Source: an optimization exercise on an open RTL-to-GDS flow (aim: small area, a short achievable clock period and few clock cycles per item). Production flows keep margins and buffers that such runs may drop. RTL that was checked went through simulation tests only; none was proved equivalent to the original.

## riscv_m_unit
module riscv_m_unit(
    input  logic        clk,
    input  logic        resetn,
    input  logic        valid,
    input  logic [31:0] instruction,
    input  logic [31:0] rs1,
    input  logic [31:0] rs2,
    output logic        wr,
    output logic [31:0] rd,
    output logic        busy,
    output logic        ready
);
Size: ~2200 cells after synthesis, roughly 130 I/O pins.
clock: 11.0 ns
lec_check: 0
cap_margin: 20
core_margin: 2
core_utilization: 40
slew_margin: 20
tns_end_percent: 100
standard.sh (not shown) runs the stock make flow with config.mk's settings and CLKGATE_MAP_FILE= SYNTH_SCRIPT=/design/flow/synth_recipe.tcl, a recipe that flattens the netlist after the stock synthesis.
==> flow/flow/run.sh <==
#!/bin/bash
set -euo pipefail
bash standard.sh SETUP_SLACK_MARGIN=7.5 finish > standard_flow.log 2>&1
Edit:
==> flow/run.sh (new file) <==
#!/bin/bash
# synth_recipe.tcl (not shown) runs the flow's synth.tcl, then flattens the netlist and writes it again
# the make line also repeats each setting of config.mk as NAME=value (left out here)
make -C /OpenROAD-flow-scripts/flow DESIGN_CONFIG=/design/flow/config.mk WORK_HOME=/design/flow/orfs CLKGATE_MAP_FILE= SYNTH_SCRIPT=/design/flow/synth_recipe.tcl finish
Settings changed: SETUP_SLACK_MARGIN set to 5.
removed: flow/flow/run.sh
removed: flow/standard.sh
Effect:
- final area shrinks by 14%
- first-iteration DRC count decreases by 6.4%
- die area does not change
- register-to-register slack gets worse by 1.2 ns
Edit:
==> flow/flow/run.sh (new file) <==
#!/bin/bash
set -euo pipefail
bash standard.sh SETUP_SLACK_MARGIN=6.5 finish > standard_flow.log 2>&1
==> flow/standard.sh (new file) <==
#!/bin/bash
# synth_recipe.tcl (not shown) runs the flow's synth.tcl, then flattens the netlist and writes it again
# the make line also repeats each setting of config.mk as NAME=value (left out here)
make -C /OpenROAD-flow-scripts/flow DESIGN_CONFIG=/design/flow/config.mk WORK_HOME=/design/flow/orfs CLKGATE_MAP_FILE= SYNTH_SCRIPT=/design/flow/synth_recipe.tcl "${@:-finish}"
Settings changed: SETUP_SLACK_MARGIN 5 to unset.
removed: flow/run.sh
Final area climbs by a few percent.
Area after synthesis is unchanged.
Worst hold slack improves by 0.011 ns.
Final cell count went up slightly.
Utilization rises by 2.8 points.
Via count goes up by a few percent.
First-iteration DRC count shrinks by a few percent.
Worst setup slack gains 1.2 ns.
Edit:
==> flow/run.sh (new file) <==
#!/bin/bash
# synth_recipe.tcl (not shown) runs the flow's synth.tcl, then flattens the netlist and writes it again
# the make line also repeats each setting of config.mk as NAME=value (left out here)
make -C /OpenROAD-flow-scripts/flow DESIGN_CONFIG=/design/flow/config.mk WORK_HOME=/design/flow/orfs CLKGATE_MAP_FILE= SYNTH_SCRIPT=/design/flow/synth_recipe.tcl finish
Settings changed: CAP_MARGIN 20 to 50, SETUP_SLACK_MARGIN set to 5, SLEW_MARGIN 20 to 70.
removed: flow/flow/run.sh
removed: flow/standard.sh
=>
- wire length went down by about 2.8%
- final cell count went down by 0.36%
- sequential share of layout area went up by 0.15 points
- cell area hardly moves
- worst hold slack hardly moves
Function was not checked in any run of this note: the RTL went through the layout flow alone.


Setup of v26:
riscv_m_unit, a different RTL version from the one above (not shown whole).
Size in the first run: about 2300 cells after synthesis, about 130 I/O pins, ~17000 sq um of cells after synthesis.
clock: 11.0 ns
lec_check: 0
cap_margin: 20
core_margin: 2
core_utilization: 40
slew_margin: 20
tns_end_percent: 10
==> flow/flow/run.sh <==
#!/bin/bash
set -euo pipefail
bash standard.sh 'BUFFER_PORTS_ARGS=-buffer_cell sky130_fd_sc_hd__buf_2' SETUP_SLACK_MARGIN=6.5 finish > standard_flow.log 2>&1
v26 ended with every stage complete and zero timing, DRC or antenna violations.
Testbench counts of v26, summed over its fixed seeds: cycles 40,021, items 4,800.
Input changes introduced in v14 (baseline for comparison: v26):
==> flow/flow/run.sh <==
#!/bin/bash
set -euo pipefail
bash standard.sh 'BUFFER_PORTS_ARGS=-buffer_cell sky130_fd_sc_hd__buf_1' SETUP_SLACK_MARGIN=6.5 finish > standard_flow.log 2>&1
-- flow/config.mk --
<<< v26, line 12
export TNS_END_PERCENT = 10
>>> v14, line 12
export TNS_END_PERCENT = 100
--- outcome ---
Delta (v14 minus v26): die width essentially unchanged.
Looking at relative area of non-clock buffer cells in the final design across v14 and v26, the one that comes out lower is v14.
For v1, these inputs were changed with respect to v14:
==> flow/flow/run.sh <==
#!/bin/bash
set -euo pipefail
bash standard.sh SETUP_SLACK_MARGIN=6.5 finish > standard_flow.log 2>&1
-- flow/config.mk --
<<< v14, line 10
export CORE_UTILIZATION = 40
>>> v1, line 10
export CORE_UTILIZATION = 60
==> comparison <==
- From v14 to v1 the numbers moved as follows: combined area of the multi-input logic cells moved down, clock tree cell share of total cell area flat, number of antenna violations at the first check in global routing decreased by 1 relative to the old numbers, cell count dropped 196, number of fillers in the final layout has decreased.
- [compare] base=v14 new=v1: finished layout cell area up 2.0%; clock insertion delay at the later pin of the skew report down 0.02 ns.
For v6, these inputs were changed with respect to v1:
==> flow/flow/run.sh <==
#!/bin/bash
set -euo pipefail
bash standard.sh 'BUFFER_PORTS_ARGS=-buffer_cell sky130_fd_sc_hd__buf_2' SETUP_SLACK_MARGIN=6.5 finish > standard_flow.log 2>&1
-- flow/config.mk --
<<< v1, line 10
export CORE_UTILIZATION = 60
>>> v6, line 10
export CORE_UTILIZATION = 40
==> results.txt <==
Relative to v1, minimum setup slack after placement decreased by 0.17 ns in v6.
Compared with v1, maximum number of pins on one net before global-route repair in v6 increased by a few percent.
Setup slack: v6 higher than v1
Delta(maximum achievable frequency, v6 - v1) > 0
Looking only at detailed-route vias per instance, and setting everything else aside, the lower value of v1 and v6 goes to v6.
Wire: v6 routes more than v1
Compared to v1, v6 leaves more free space in the core.
Of v6 and v1, it is v6 that has the lower cell area.
Edits applied to the flow inputs when going from v6 to v12:
-- flow/config.mk --
<<< v6, line 8
export CAP_MARGIN = 20
>>> v12, line 8
export CAP_MARGIN = 0
<<< v6, line 11
export SLEW_MARGIN = 20
>>> v12, line 11
export SLEW_MARGIN = 0
Results
- Number of stages on the worst setup path, v12 and v6: larger value in v6
- Going from v6 to v12, non-clock buffer count picked up an extra 16, fmax shrank by 2.0%, final worst slack decreased 0.087 ns.
- Final worst-path cycle share in v12 vs v6: up 0.79 points
- Re number of cell instances on the worst register-to-register path: v12 is 2 down on v6.
Input-level comparison between v54 and v12:
==> flow/flow/run.sh <==
#!/bin/bash
set -euo pipefail
bash standard.sh SETUP_SLACK_MARGIN=7.0 finish > standard_flow.log 2>&1
-- flow/config.mk --
<<< v12, line 8
export CAP_MARGIN = 0
>>> v54, line 8
export CAP_MARGIN = 20
<<< v12, line 11
export SLEW_MARGIN = 0
>>> v54, line 11
export SLEW_MARGIN = 20
Compare v54 and v12 | multi-input gate share of total cell area higher: v12. Sequential cell count came out exactly the same in v54 and v12. v54 vs v12, total area of sequential cells went up by 2.5%. v12 has a lower global-route usage than v54. Against v12, non-clock buffer count in v54 rose by more than a quarter. v54 against v12: final cycle utilization of the critical path went down.


Another version of the RTL of riscv_m_unit (not shown whole).
Size in the first run: about 2300 cells after synthesis, about 140 flip-flops, about 130 I/O pins, roughly 17000 um2 of cells after synthesis.
clock: 11.0 ns
lec_check: 0
cap_margin: 20
core_margin: 2
core_utilization: 40
slew_margin: 20
tns_end_percent: 100
==> flow/flow/run.sh <==
#!/bin/bash
set -euo pipefail
bash standard.sh 'BUFFER_PORTS_ARGS=-buffer_cell sky130_fd_sc_hd__buf_2' SETUP_SLACK_MARGIN=6.5 finish > standard_flow.log 2>&1
The first run completed without violations.
Then changed:
==> flow/flow/run.sh (replaced) <==
#!/bin/bash
set -euo pipefail
bash standard.sh SETUP_SLACK_MARGIN=6.5 finish > standard_flow.log 2>&1
Non-clock buffer count climbs by 7.
Synthesized cell count stays the same.
Clock skew climbs by 9.3 ps.
Sequential share of layout area falls by 0.53 points.
Function was not checked in any run of this note: the RTL went through the layout flow alone.


riscv_m_unit with an RTL version that a note above also has.
Size in the first run: ~2300 cells after synthesis, about 130 flip-flops, roughly 130 I/O pins, about 17000 sq um of cells after synthesis.
Design riscv_m_unit, start of the top module:
module riscv_m_unit(
    input  logic        clk,
    input  logic        resetn,
    input  logic        valid,
    input  logic [31:0] instruction,
    input  logic [31:0] rs1,
    input  logic [31:0] rs2,
    output logic        wr,
    output logic [31:0] rd,
    output logic        busy,
    output logic        ready
);
==> flow/config.mk <==
export PLATFORM = sky130hd
export DESIGN_NAME = riscv_m_unit
export DESIGN_NICKNAME = riscv_m_unit
export VERILOG_FILES = /design/flow/design.v
export SDC_FILE = /design/flow/constraint.sdc
export NUM_CORES = 4
export LEC_CHECK = 0
export CAP_MARGIN = 20
export CORE_MARGIN = 2
export CORE_UTILIZATION = 40
export SLEW_MARGIN = 20
export TNS_END_PERCENT = 100
==> flow/constraint.sdc <==
create_clock -name core_clock -period 11.0 [get_ports {clk}]
set_input_delay 2.2000 -clock core_clock [delete_from_list [all_inputs] [get_ports {clk}]]
set_output_delay 2.2000 -clock core_clock [all_outputs]
set_load 0.01 [all_outputs]
==> flow/flow/run.sh <==
#!/bin/bash
set -euo pipefail
bash standard.sh 'BUFFER_PORTS_ARGS=-buffer_cell sky130_fd_sc_hd__buf_1' SETUP_SLACK_MARGIN=6.75 finish > standard_flow.log 2>&1
Testbench counts at the start, summed over its fixed seeds: cycles 40,021, items 4,800.
==> next run, changes <==
==> flow/flow/run.sh (replaced) <==
#!/bin/bash
set -euo pipefail
bash standard.sh SETUP_SLACK_MARGIN=6.5 finish > standard_flow.log 2>&1
Outcome: Via count fell by 1.3%; final area stays flat; wire length falls by 2.1%; setup slack degrades by 0.18 ns; area after synthesis does not change; count of clock-buffer cells in the layout is unchanged; final cell count fell by about 0.8%.
==> next run, changes <==
==> flow/flow/run.sh (replaced) <==
#!/bin/bash
set -euo pipefail
bash standard.sh 'BUFFER_PORTS_ARGS=-buffer_cell sky130_fd_sc_hd__buf_2' SETUP_SLACK_MARGIN=6.5 finish > standard_flow.log 2>&1
Settings changed: CTS_BUF_LIST set to sky130_fd_sc_hd__clkbuf_4 sky130_fd_sc_hd__clkbuf_8.
Result: Routed wire length rises slightly; final cell count hardly moves.

## separate check: timing with driven ports
Ports are ideal in the flow. The routed layouts listed here were re-timed in OpenROAD.
Step 1, drivers: a clkbuf_16 drives clk and a buf_2 each remaining input, both assumed.
Step 2 adds t to the input delays and takes it off the output delays; t is the mean of the earliest and latest rising clock arrival at the registers after step 1. Input paths then give back, and output paths get back, about the clock's delay inside the block.
a / b / c = ideal / step 1 / step 2; a / b = the first two.
| run | t, ns | setup slack, ns | worst slew at a driven data input, ns |
|---|---|---|---|
| the first run of note 1 | 0.502 | 6.449 / 6.449 / 6.449 | 0.06 |
| the second run of note 1 | 0.508 | 5.269 / 5.269 / 5.269 | 0.09 |
| the third run of note 1 | 0.514 | 6.475 / 6.475 / 6.475 | 0.06 |
| the fourth run of note 1 | 0.504 | 5.395 / 5.395 / 5.395 | 0.07 |
| v26 | 0.510 | 6.569 / 6.569 / 6.569 | 0.04 |
| v14 | 0.511 | 6.604 / 6.604 / 6.604 | 0.04 |
| v1 | 0.488 | 6.471 / 6.471 / 6.471 | 0.06 |
| v6 | 0.506 | 6.626 / 6.626 / 6.626 | 0.04 |
| v12 | 0.508 | 6.539 / 6.539 / 6.539 | 0.04 |
| v54 | 0.508 | 6.863 / 6.863 / 6.582 | 0.05 |
| the first run of note 3 | 0.501 | 6.513 / 6.513 / 6.219 | 0.09 |
| the second run of note 3 | 0.516 | 6.392 / 6.392 / 6.179 | 0.09 |
| the first run of note 4 | 0.518 | 6.742 / 6.742 / 6.742 | 0.04 |
| the second run of note 4 | 0.510 | 6.567 / 6.567 / 6.542 | 0.07 |
| the third run of note 4 | 0.566 | 6.598 / 6.598 / 6.598 | 0.04 |
After both steps setup and hold are still met in every run listed. For the first run of note 3, which loses most, drivers alone change the setup slack by 0.000 ns; drivers and shift together by -0.294 ns.
